What follows belongs to an exercise in optimizing a design on an open flow for small area and a short achievable clock period; a production flow would make more cautious choices. In this exercise RTL edits were held to simulation tests only and were not proved equivalent to the original. No activity file was given, so power comes from the tool's default toggle rates.

===== design/flow/config.mk =====
export PLATFORM = sky130hd
export DESIGN_NAME = darkriscv
export DESIGN_NICKNAME = darkriscv
export VERILOG_FILES = /design/flow/design.v
export SDC_FILE = /design/flow/constraint.sdc
export NUM_CORES = 4
export LEC_CHECK = 0
export CAP_MARGIN = 10
export CORE_MARGIN = 2
export CORE_UTILIZATION = 30
export CTS_CLUSTER_DIAMETER = 75
export CTS_CLUSTER_SIZE = 25
export PLACE_DENSITY = 0.5
export SLEW_MARGIN = 10
export TNS_END_PERCENT = 0

===== design/flow/constraint.sdc =====
create_clock -name core_clock -period 11.0 [get_ports {CLK}]
set_input_delay 2.2000 -clock core_clock [delete_from_list [all_inputs] [get_ports {CLK}]]
set_output_delay 2.2000 -clock core_clock [all_outputs]
set_load 0.01 [all_outputs]

===== design/flow/design.v =====
`timescale 1ns / 1ps
module darkriscv
(
    input             CLK,    
    input             RES,    
    input             HLT,    
    input      [31:0] IDATA,  
    output     [31:0] IADDR,  
    input      [31:0] DATAI,  
    output     [31:0] DATAO,  
    output     [31:0] DADDR,  
    output     [ 2:0] DLEN,  
    output            DRW,   
    output            DRD,   
    output            DWR,   
    output            DAS,   
    output [3:0]  DEBUG        
);
    reg XRES;
    reg        HLT2;
    reg [31:0] IDATA2;
    always@(posedge CLK)
    begin
        HLT2 <= HLT;
        if(HLT2^HLT) IDATA2 <= IDATA;
    end
    wire [31:0] IDATAX = HLT2 ? IDATA2 : IDATA;
    wire [6:0] NOP  = IDATAX[6:0];
    wire [2:0] NF3  = IDATAX[14:12];
    wire [4:0] NRS1 = IDATAX[19:15];
    wire [4:0] NRS2 = IDATAX[24:20];
    wire NLUI   = NOP==7'b01101_11;
    wire NAUIPC = NOP==7'b00101_11;
    wire NJAL   = NOP==7'b11011_11;
    wire NJALR  = NOP==7'b11001_11;
    wire NBCC   = NOP==7'b11000_11;
    wire NLCC   = NOP==7'b00000_11;
    wire NSCC   = NOP==7'b01000_11;
    wire NMCC   = NOP==7'b00100_11;
    wire NRCC   = NOP==7'b01100_11;
    wire [31:0] NSIMM =
                 NSCC ? { {20{IDATAX[31]}}, IDATAX[31:25],IDATAX[11:7] } :
                 NBCC ? { {19{IDATAX[31]}}, IDATAX[31],IDATAX[7],IDATAX[30:25],IDATAX[11:8],1'b0 } :
                 NJAL ? { {11{IDATAX[31]}}, IDATAX[31], IDATAX[19:12], IDATAX[20], IDATAX[30:21], 1'b0 } :
                 NLUI||NAUIPC ? { IDATAX[31:12], 12'd0 } :
                        { {20{IDATAX[31]}}, IDATAX[31:20] };
    reg [4:0]  DPTR;
    reg [2:0]  FCT3;
    reg        F7B5;
    reg [31:0] SIMM;
    reg        XLUI, XAUIPC, XJAL, XJALR, XBCC, XLCC, XSCC, XWR, XSGN, XSUB;
    reg        SADD, SSH, SLT, SXOR, SOR, SAND, SLD, SPC, SLNK, SIMMS;
    reg [1:0]  FLUSH;
    reg [31:0] NXPC2;
    reg [31:0] A, B;      
    reg [31:0] REGS [1:31];
    wire        NF = FLUSH==0;
    wire    LUI = NF && XLUI;
    wire  AUIPC = NF && XAUIPC;
    wire    JAL = NF && XJAL;
    wire   JALR = NF && XJALR;
    wire    BCC = NF && XBCC;
    wire    LCC = NF && XLCC;
    wire    SCC = NF && XSCC;
    wire [31:0] LDATA = FCT3[1:0]==0 ? { FCT3[2]==0&&DATAI[ 7] ? 24'hffffff : 24'd0 , DATAI[ 7: 0] } :
                        FCT3[1:0]==1 ? { FCT3[2]==0&&DATAI[15] ? 16'hffff   : 16'd0 , DATAI[15: 0] } :
                                        DATAI;
    wire [32:0] ASX = {XSGN&A[31],A};
    wire [32:0] BSX = {XSGN&B[31],B} ^ {33{XSUB}};
    wire [32:0] ADDSUB = ASX + BSX + {32'd0,XSUB};
    wire        LT = ADDSUB[32];
    wire        EQ = ADDSUB[31:0]==0;  
    wire        SLEFT = !FCT3[2];
    wire [31:0] SHIN;
    wire [31:0] SHOUT;
    wire [31:0] SRX = $signed({F7B5&A[31]&!SLEFT,SHIN}) >>> B[4:0];
    genvar g;
    generate
        for(g=0;g!=32;g=g+1)
        begin : rev
            assign SHIN[g]  = SLEFT ? A[31-g]   : A[g];
            assign SHOUT[g] = SLEFT ? SRX[31-g] : SRX[g];
        end
    endgenerate
    wire [31:0] RMDATA = (SADD ? ADDSUB[31:0] : 0) |
                         (SSH  ? SHOUT : 0) |
                         (SLT  ? {31'd0,LT} : 0) |
                         (SXOR ? A^B : 0) |
                         (SOR  ? A|B : 0) |
                         (SAND ? A&B : 0);
    wire BMUX = FCT3[2] ? LT^FCT3[0] : !FCT3[1] && (EQ^FCT3[0]);
    wire [31:0] PC     = NXPC2 - 8;
    wire [31:0] NXPC   = NXPC2 - 4;
    wire [31:0] PCSIMM = PC + SIMM;
    reg  [5:0]  DLO;
    reg         DC6, DCS0, DCS1;
    wire [19:0] AHINC;
    wire [19:0] AHDEC;
    genvar h;
    generate
        for(h=0;h!=20;h=h+1)
        begin : incdec
            if(h==0)
            begin
                assign AHINC[h] = !A[12];
                assign AHDEC[h] = !A[12];
            end
            else
            begin
                assign AHINC[h] = A[12+h] ^  (&A[12+h-1:12]);
                assign AHDEC[h] = A[12+h] ^ !(|A[12+h-1:12]);
            end
        end
    endgenerate
    wire [5:0]  DMID = A[11:6] + SIMM[11:6] + {5'd0,DC6};
    wire        DC12 = DC6 ? DCS1 : DCS0;
    wire        DINC = DC12 && !SIMM[11];
    wire        DDEC = !DC12 && SIMM[11];
    wire [19:0] DHI = DINC ? AHINC : DDEC ? AHDEC : A[31:12];
    assign DADDR = { DHI, DMID, DLO };
    wire        JREQ = JAL||JALR||(BCC && BMUX);
    wire [31:0] JVAL = JALR ? DADDR : PCSIMM;
    wire [31:0] WDATA = SLD   ? LDATA :
                        SPC   ? PCSIMM :
                        SLNK  ? NXPC :
                        SIMMS ? SIMM :
                                RMDATA;
    wire WEN = NF && XWR && !XRES && !HLT;
    wire [31:0] ANEXT   = NRS1==0 ? 0 : WEN && DPTR==NRS1 ? WDATA : REGS[NRS1];
    wire [6:0]  DLONEXT = {1'b0,ANEXT[5:0]} + {1'b0,NSIMM[5:0]};
    wire [6:0]  DHNEXT0 = {1'b0,ANEXT[11:6]} + {1'b0,NSIMM[11:6]};          
    wire [6:0]  DHNEXT1 = {1'b0,ANEXT[11:6]} + {1'b0,NSIMM[11:6]} + 7'd1;   
    integer i;
    always@(posedge CLK)
    begin
        XRES <= RES;
        FLUSH <= XRES ? 2 : HLT ? FLUSH :
                 FLUSH ? FLUSH-1 :
                 JREQ ? 2 : 0;
        NXPC2 <= XRES ? 32'd0 : HLT ? NXPC2 :
                 JREQ ? JVAL :
                        NXPC2+4;
        for(i=1;i!=32;i=i+1)
            if(WEN && DPTR==i) REGS[i] <= WDATA;
        if(!HLT)
        begin
            DPTR   <= IDATAX[11:7];
            FCT3   <= NF3;
            F7B5   <= IDATAX[30];
            SIMM   <= NSIMM;
            XLUI   <= NLUI;
            XAUIPC <= NAUIPC;
            XJAL   <= NJAL;
            XJALR  <= NJALR;
            XBCC   <= NBCC;
            XLCC   <= NLCC;
            XSCC   <= NSCC;
            XWR    <= IDATAX[11:7]!=0 && (NLCC||NAUIPC||NJAL||NJALR||NLUI||NMCC||NRCC);
            XSGN   <= NBCC ? !NF3[1] : !NF3[0];
            XSUB   <= NRCC && NF3==0 && IDATAX[30] || NF3==2 || NF3==3 || NBCC;
            SLD    <= NLCC;
            SPC    <= NAUIPC;
            SLNK   <= NJAL||NJALR;
            SIMMS  <= NLUI;
            SADD   <= NF3==0;
            SSH    <= NF3==1||NF3==5;
            SLT    <= NF3==2||NF3==3;
            SXOR   <= NF3==4;
            SOR    <= NF3==6;
            SAND   <= NF3==7;
            A    <= ANEXT;
            DLO  <= DLONEXT[5:0];
            DC6  <= DLONEXT[6];
            DCS0 <= DHNEXT0[6];
            DCS1 <= DHNEXT1[6];
            B <= NMCC ? (NF3==3 ? { 20'd0, IDATAX[31:20] } : NSIMM) :
                 NRS2==0 ? 0 :
                 WEN && DPTR==NRS2 ? WDATA : REGS[NRS2];
        end
    end
    assign DATAO = B;
    assign DRW     = !SCC;
    assign DLEN[0] = (SCC||LCC)&&FCT3[1:0]==0;  
    assign DLEN[1] = (SCC||LCC)&&FCT3[1:0]==1;  
    assign DLEN[2] = (SCC||LCC)&&FCT3[1:0]==2;  
    assign DWR     = SCC;
    assign DRD     = LCC;
    assign DAS     = SCC||LCC;
    assign IADDR = NXPC2;
    assign DEBUG = { XRES, |FLUSH, SCC, LCC };
endmodule

===== design/flow/flow/run.sh =====
#!/bin/bash
# Layout flow: the standard flow (standard synthesis and every ORFS step
# unchanged), except:
#  - the input and output port buffers are buf_2 cells instead of ORFS's
#    default choice, a slow delay-cell buffer;
set -euo pipefail
export BUFFER_PORTS_ARGS="-buffer_cell sky130_fd_sc_hd__buf_2"
export MAKEFLAGS="SETUP_SLACK_MARGIN=6"
bash standard.sh > "$PWD/log_standard_flow.log" 2>&1

===== design/flow/standard.sh =====
#!/bin/bash
# synth_recipe.tcl (not shown) runs the flow's synth.tcl, then flattens the netlist and writes it again
# the make line also repeats each setting of config.mk as NAME=value (left out here)
make -C /OpenROAD-flow-scripts/flow DESIGN_CONFIG=/design/flow/config.mk WORK_HOME=/design/flow/orfs CLKGATE_MAP_FILE= SYNTH_SCRIPT=/design/flow/synth_recipe.tcl "${@:-finish}"

==> impl_metrics.ini, run 1 <==
[clock_tree]
clk_root_buffer_cell = sky130_fd_sc_hd__clkbuf_16
clkLatencyLatePin_ps = 790
cts.path.max_buffers = 3
tritoncts = built
cts_made_buffers = 83
cts_hold_buf = 0
h-tree-depth = 3
cts.sink_count = 1191
clkSlewWorstSetupHoldPaths_ps = 60

[synth]
area_of_the_mapped_netlist_sq_mm = 0.0621
synth_top_cell_area_share_pct = 55.8
async_s_r_ff_share_synth_pct = 0
number_of_instances_in_the_synthesized_netlist = 5195
synth.ff_latch_count = 1191
synth_area_per_cell_sq_um = 12.0
yosysSeqAreaShare_pct = 57.0
mappedNetlistNets = 5453
synthesis.yosys.warnings = 34
yosys.cell_types.count = 86
synthTopCellsByArea = sky130_fd_sc_hd__edfxtp_1 56%, sky130_fd_sc_hd__a22oi_1 5.7%, sky130_fd_sc_hd__ha_1 3.7%
synthMostInstantiatedCell = sky130_fd_sc_hd__edfxtp_1
ys_dominant_reg_cell = sky130_fd_sc_hd__edfxtp_1
ys_top_cells_by_count = 1155 x sky130_fd_sc_hd__edfxtp_1, 470 x sky130_fd_sc_hd__a22oi_1, 298 x sky130_fd_sc_hd__clkbuf_1
leading_area_contributor_after_synthesis = sky130_fd_sc_hd__edfxtp_1
number_of_synthesized_flops_with_an_enable_pin = 1155

[finish]
drive_gt1_share_pct = 18.0
final-instance-count-excl-fill = 8201
seq_area_sq_mm = 0.0354
fin_nets = 5688
nFillCells = 20300
area.growth.synth_to_final_pct = 17.0
multiInputGateArea_sq_mm = 0.0261

[drt]
detailroute.via_count = 56000
route.top_layer_used = met5
avgViaCountPerCell = 6.83
met1_length_um = 123000
routedWlPerCell_um = 41.3
route.met2.wl_um = 141000
number_of_nets_with_antenna_violations_after_routing = 0
routed_wl_um = 339000
first_iter_violations = 11600
drc = 0
met3_wirelength_um = 48400
drt_pre_antenna_iters = 14

[timing]
worst_skew_ps = 87.2
timing.final.crit_period_ps = 5550
finalWorstSetupSlack_ps = 5450
rsz0062_at_grt = true
max-slew-margin-rel_pct = 10.1
finalSetupViolations = 0
maxSlewViolCount = 0
finalHoldViolations = 0
worst_slew_pin_slew_ps = 1340
tns_ps = 0
maximum_clock_frequency_mhz = 180
final_clock_period_utilization_by_the_worst_path_pct = 50.5

[power]
clock_share_of_power_pct = 27.2
p_comb_share_pct = 30.2
cellInternalPower_mw = 8.16
p_leak_nw = 24.5
netSwitchingPower_mw = 4.79
power.share.switching_pct = 37.0
p_seq_share_pct = 42.6
peakVddDrop_v = 0.000127
power_density_mw_per_mm2 = 178

[worst_setup_path]
setup.worst_path.start_class = primary input
critical_path_arrival_ps = 6080
worstSetupEndpointType = flip-flop
timing.critical_path.mode_cell = sky130_fd_sc_hd__o211ai_1
cpLargestDelayFamily = simple AND/OR/NAND/NOR gates
critPathRequiredTime_ps = 11530
critPathSlowestCell = sky130_fd_sc_hd__nor2_4
kind_of_critical_path = primary input to flip-flop
worstPathCellList = buf_2 -> nor2b_1 -> a21oi_1 -> nand2_1 -> nor2_4 -> buf_4 -> a22oi_1 -> nand4_1 -> or4_1 -> o211ai_1 -> o211ai_1
stage_delay_of_the_slowest_cell_on_the_critical_path_ps = 740
critPathMaxFanout = 21
worstPathBufferInverterCount = 2

[min_path]
min-delay-path-class = flip-flop to flip-flop

[placed_design]
dp_worst_setup_slack_ps = 3840
portBuffers = 173
numPlacedInstances = 7894
hpwlAfterDp_um = 208000
place_congestion = 0.978

[global_route]
grt_pass1_wl_um = 450000
maximum_number_of_pins_on_one_net_before_global_route_repair = 79
grt.total_usage_pct = 30.8
number_of_antenna_violations_at_the_first_check_in_global_routing = 29
vias_in_the_first_global_route = 52100
grt-ovfl-total = 0

[die]
coreArea_sq_mm = 0.206
io-pin-count = 174
dieArea_sq_mm = 0.211
start_util_pct = 30.1
num_rows = 167
chipWidth_um = 459
die-height_um = 459

[flow_run]
max_cap_violations = 0

[outcome]
status = no timing/DRC/antenna violations
==> tightest hold or removal path, stage by stage, from the launching register on <==
cell and delay (ps):
sky130_fd_sc_hd__dfxtp_1 320, sky130_fd_sc_hd__nand2_1 60, sky130_fd_sc_hd__a21oi_1 50
==> path summary, 6_finish.rpt <==
path	slack (ps)	endpoint	cells past startpoint	start
worst max-delay path	5450	B[24]	11	IDATA[21]
worst min-delay path	470	FLUSH[0]	2	FLUSH[1]
worst max register to register	5660	NXPC2[18]	17	XSUB
worst min register to register	470	FLUSH[0]	2	FLUSH[1]
==> cells by family (layout without fill, tap and decap cells) <==
logic type | count (synthesis) | after routing | synth area share (%)
xor+xnor | 147 | 147 | 2.07
fa+ha+maj | 191 | 191 | 3.92
compound gates | 1779 | 1780 | 21.1
buf+inv | 604 | 896 | 3.73
mux | 139 | 139 | 3.21
simple gates | 1144 | 1144 | 9.01
other cells | 0 | 9 | 0
flops | 1191 | 1191 | 57.0
==> per-stage QoR <==
stage	utilization (%)	hold WS (ps)	cell area [sq um]	power (mW)
6_report	35.2	472	72600	13.0
3_3_place_gp	32.6	453	67400	9.07
2_1_floorplan	-	442	62400	7.54
4_1_cts	34.8	478	71900	12.7
5_1_grt	35.2	510	72600	13.3
3_5_place_dp	32.6	472	67400	9.08
==> power by group through the flow <==
stage | combinational, mW | sequential, mW | clock (mW)
5_1_grt | 4.06 | 5.52 | 3.69
4_1_cts | 3.66 | 5.51 | 3.53
6_report | 3.91 | 5.52 | 3.53
3_3_place_gp | 3.40 | 5.68 | 0
2_1_floorplan | 2.02 | 5.52 | 0
3_5_place_dp | 3.40 | 5.68 | 0
==> flip-flops by register name, indices dropped and copies added, names as in the netlist, 2 cells and up <==
register,cells
NXPC2,32
REGS,992
A,32
FCT3,3
IDATA2,32
SIMM,32
DPTR,5
DLO,6
B,32
FLUSH,2
==> layout make-up <==
class	instances	share of cell area [%]
multi-input cells	3401	35.9
well taps	2704	4.66
repair inverters	4	0.0379
repair buffers	503	5.30
inverters	246	1.32
clock inverters	59	1.19
flip-flops and latches	1191	48.7
clock buffers	84	2.86
diodes	9	0.0310
==> placed cells by master, fill, tap and decap left out, types with 32 or more instances in the layout <==
cell type	synthesis	layout
sky130_fd_sc_hd__edfxtp_1	1155	1155
sky130_fd_sc_hd__a22oi_1	470	470
sky130_fd_sc_hd__buf_4	3	283
sky130_fd_sc_hd__nand2_1	261	249
sky130_fd_sc_hd__inv_1	243	232
sky130_fd_sc_hd__a21oi_1	244	231
sky130_fd_sc_hd__a221oi_1	222	214
sky130_fd_sc_hd__a22o_1	194	194
sky130_fd_sc_hd__nor2_1	295	190
sky130_fd_sc_hd__o21ai_0	189	184
sky130_fd_sc_hd__ha_1	185	182
sky130_fd_sc_hd__nand4_1	178	178
sky130_fd_sc_hd__buf_2	17	173
sky130_fd_sc_hd__nand3_1	127	121
sky130_fd_sc_hd__nor2_4	0	95
sky130_fd_sc_hd__clkbuf_16	0	86
sky130_fd_sc_hd__xnor2_1	86	82
sky130_fd_sc_hd__nor3_1	93	72
sky130_fd_sc_hd__a222oi_1	64	64
sky130_fd_sc_hd__o211ai_1	64	64
sky130_fd_sc_hd__a21o_1	60	60
sky130_fd_sc_hd__xor2_1	61	60
sky130_fd_sc_hd__mux2i_1	63	57
sky130_fd_sc_hd__mux4_2	45	45
sky130_fd_sc_hd__dfxtp_1	36	35
sky130_fd_sc_hd__a211oi_1	37	32
==> per-layer routing <==
layer,vias up,track usage [%]
li1,21400,-
met1,27500,38.9
met2,5353,46.1
met3,1622,10.6
met4,18,17.0
met5,-,0.367
==> repair_timing <==
| action | in CTS | in global routing |
|---|---|---|
| cloned | 4 | 5 |
| pin swaps | 38 | 23 |
| setup endpoints to repair | 974 | 720 |
| setup buffers | 112 | 33 |
| gates resized for setup | 128 | 73 |
==> inputs of run 2 (changes only) <==
==> design/flow/config.mk (replaced) <==
export PLATFORM = sky130hd
export DESIGN_NAME = darkriscv
export DESIGN_NICKNAME = darkriscv
export VERILOG_FILES = /design/flow/design.v
export SDC_FILE = /design/flow/constraint.sdc
export NUM_CORES = 4
export LEC_CHECK = 0
export CAP_MARGIN = 15
export CORE_MARGIN = 2
export CORE_UTILIZATION = 30
export CTS_CLUSTER_DIAMETER = 75
export CTS_CLUSTER_SIZE = 25
export PLACE_DENSITY = 0.55
export SLEW_MARGIN = 10
export TNS_END_PERCENT = 10
==> impl_metrics.ini, run 2 <==
[outcome]
status = no timing/DRC/antenna violations

[placed_design]
hpwlAfterDp_um = 200000
portBuffers = 173
detailed_place.area_sq_mm = 0.0675
place_congestion = 1.05

[timing]
max-slew-margin-rel_pct = 9.22
fin_hold_ws_ps = 475
worst_slew_pin_slew_ps = 1350
rsz0062_at_grt = true
finalSetupViolations = 0
maxSlewViolCount = 0
maximum_clock_frequency_mhz = 178
timing.final.crit_period_ps = 5620
final_clock_period_utilization_by_the_worst_path_pct = 51.1
worst_skew_ps = 62.1
finalHoldViolations = 0
tns_ps = 0

[worst_setup_path]
cpLargestDelayFamily = simple AND/OR/NAND/NOR gates
critPathRequiredTime_ps = 11470
critPathMaxFanout = 17
critPathSlowestCell = sky130_fd_sc_hd__nor3_1
kind_of_critical_path = primary input to flip-flop
stage_delay_of_the_slowest_cell_on_the_critical_path_ps = 940
worstPathBufferInverterCount = 2
critical_path_arrival_ps = 6090
worstSetupEndpointType = flip-flop
cp.depth = 12
worstPathCellList = buf_2 -> mux2i_1 -> nor2_1 -> nand2_1 -> nor2_4 -> buf_4 -> a22o_1 -> a221oi_1 -> nand4_1 -> nor3_1 -> o21ai_0 -> a21o_1
setup.reg_to_reg.worst_slack_ps = 5600
setup.worst_path.start_class = primary input
worst-r2r-cell-count = 18

[drt]
detailroute.via_count = 57100
routed_wl_um = 331000
drc = 0
met1_length_um = 114000
first_iter_violations = 13100
avgViaCountPerCell = 6.96
number_of_nets_with_antenna_violations_after_routing = 0
route.met2.wl_um = 132000
routedWlPerCell_um = 40.3
route.top_layer_used = met5
drt_pre_antenna_iters = 20
met3_wirelength_um = 54000

[clock_tree]
cts.path.max_buffers = 3
cts_made_buffers = 71
clk_root_buffer_cell = sky130_fd_sc_hd__clkbuf_16
h-tree-depth = 3
tritoncts = built
cts_hold_buf = 0
clkSlewWorstSetupHoldPaths_ps = 70
clkLatencyLatePin_ps = 770
cts.sink_count = 1191

[die]
coreArea_sq_mm = 0.206
chipWidth_um = 459
start_util_pct = 30.1
io-pin-count = 174
die-height_um = 459
dieArea_sq_mm = 0.211
num_rows = 167

[power]
netSwitchingPower_mw = 4.55
power.share.switching_pct = 36.6
clock_share_of_power_pct = 23.7
peakVddDrop_v = 0.000122
cellInternalPower_mw = 7.87
power_density_mw_per_mm2 = 171
p_leak_nw = 24.5
p_seq_share_pct = 44.5
p_comb_share_pct = 31.7

[synth]
leading_area_contributor_after_synthesis = sky130_fd_sc_hd__edfxtp_1
ys_dominant_reg_cell = sky130_fd_sc_hd__edfxtp_1
area_of_the_mapped_netlist_sq_mm = 0.0621
yosys.cell_types.count = 86
synthTopCellsByArea = sky130_fd_sc_hd__edfxtp_1 56%, sky130_fd_sc_hd__a22oi_1 5.7%, sky130_fd_sc_hd__ha_1 3.7%
mappedNetlistNets = 5453
synthesis.yosys.warnings = 34
synthMostInstantiatedCell = sky130_fd_sc_hd__edfxtp_1
async_s_r_ff_share_synth_pct = 0
number_of_synthesized_flops_with_an_enable_pin = 1155
synth.ff_latch_count = 1191
synth_top_cell_area_share_pct = 55.8
synth_area_per_cell_sq_um = 12.0
yosysSeqAreaShare_pct = 57.0
number_of_instances_in_the_synthesized_netlist = 5195
ys_top_cells_by_count = 1155 x sky130_fd_sc_hd__edfxtp_1, 470 x sky130_fd_sc_hd__a22oi_1, 298 x sky130_fd_sc_hd__clkbuf_1

[finish]
final_cell_mix = 1155 x sky130_fd_sc_hd__edfxtp_1, 470 x sky130_fd_sc_hd__a22oi_1, 302 x sky130_fd_sc_hd__buf_4
max_flop_register = REGS
flip_flop_count_of_the_largest_register_after_layout = 992
stdcell_area_sq_mm = 0.0725
drive_gt1_share_pct = 18.5
fin_nets = 5716
most_frequent_standard_cell_in_the_layout_excluding_fill_and_tap_cells = sky130_fd_sc_hd__edfxtp_1
final_core_utilization_pct = 35.1
area.growth.synth_to_final_pct = 16.8

[global_route]
maximum_number_of_pins_on_one_net_before_global_route_repair = 84
grt.total_usage_pct = 30.0
number_of_antenna_violations_at_the_first_check_in_global_routing = 25
vias_in_the_first_global_route = 52700
grt_pass1_wl_um = 441000
grt-ovfl-total = 0

[min_path]
hold-path-cell-count = 2
min-delay-path-class = flip-flop to flip-flop

[flow_run]
max_cap_violations = 0
run 2: cell counts after synthesis:
No cell type changed its count.
run 2: final timing paths:
kind / start / to
setup reg to reg: A[17] / DCS1
hold / removal: FLUSH[1] / FLUSH[0]
hold reg to reg: FLUSH[1] / FLUSH[0]
setup / recovery: IDATA[22] / B[12]
run 2: area by class of cell:
class	count	area, sq um
fillers	20100	134000
flip-flops and latches	1191	35400
multi-input cells	3402	26200
repair buffers	541	4350
well taps	2704	3380
clock buffers	74	1810
inverters	246	950
clock inverters	36	430
repair inverters	5	30.0
diodes	12	30.0
run 2: stage by stage:
step,total power [mW],std cells,setup slack [ps]
floorplan,7.54,5195,5610
global placement,9.01,7904,3840
detailed placement,9.02,7905,3910
CTS,12.1,8176,5580
global route,12.7,8200,5400
finish,12.4,8211,5380
run 2: cell families after synthesis:
group / share of synthesized area (%)
AOI/OAI and AO/OA: 21.1
DFF: 57.0
and+or+nand+nor: 9.01
buffers and inverters: 3.73
adders and majority gates: 3.92
xor gates and xnor gates: 2.07
muxes: 3.21
run 2: tightest hold or removal path, stage by stage (launching register included):
cell and delay [ps]:
sky130_fd_sc_hd__dfxtp_1 320, sky130_fd_sc_hd__nand2_1 60, sky130_fd_sc_hd__a21oi_1 50
run 2: timing repair:
action                                  4_1_cts  5_1_grt
resized for setup                           220       41
cloned                                        9        3
pin swaps                                    75       13
buffers inserted                            152       17
endpoints found under the setup margin      463      544
run 2: power by group through the flow:
| stage | registers, mW | clock network [mW] | logic [mW] |
|---|---|---|---|
| 2_1_floorplan | 5.52 | 0 | 2.02 |
| 3_3_place_gp | 5.66 | 0 | 3.35 |
| 3_5_place_dp | 5.66 | 0 | 3.35 |
| 4_1_cts | 5.51 | 2.95 | 3.69 |
| 5_1_grt | 5.52 | 3.10 | 4.08 |
| 6_report | 5.53 | 2.95 | 3.94 |
run 2: routing by layer:
| layer | global-route usage, % | vias to the layer above |
|---|---|---|
| met5 | 0.390 | - |
| met4 | 19.3 | 24 |
| met3 | 13.0 | 1960 |
| met2 | 42.7 | 6079 |
| met1 | 36.9 | 27600 |
| li1 | - | 21500 |

## static timing again, ports no longer ideal
Ports are ideal in the flow. The routed layouts listed here were re-timed in OpenROAD.
Step 1, drivers: a clkbuf_16 drives CLK and a buf_2 each remaining input, both assumed.
Step 2 times the ports against the registers' clock, not the clock port: input delays grow and output delays shrink by t, the midpoint of the rising clock arrivals with the driver on.
a / b / c = ideal / step 1 / step 2; a / b = the first two.
run	shift t [ns]	setup slack, ns	pins driven straight from the clock port
run 1	0.837	5.446 / 5.481 / 4.664	1
run 2	0.820	5.381 / 5.437 / 4.627	1
After both steps every run listed still meets setup and hold. For run 1, which loses most, drivers alone change the setup slack by +0.035 ns; drivers and shift together by -0.782 ns.
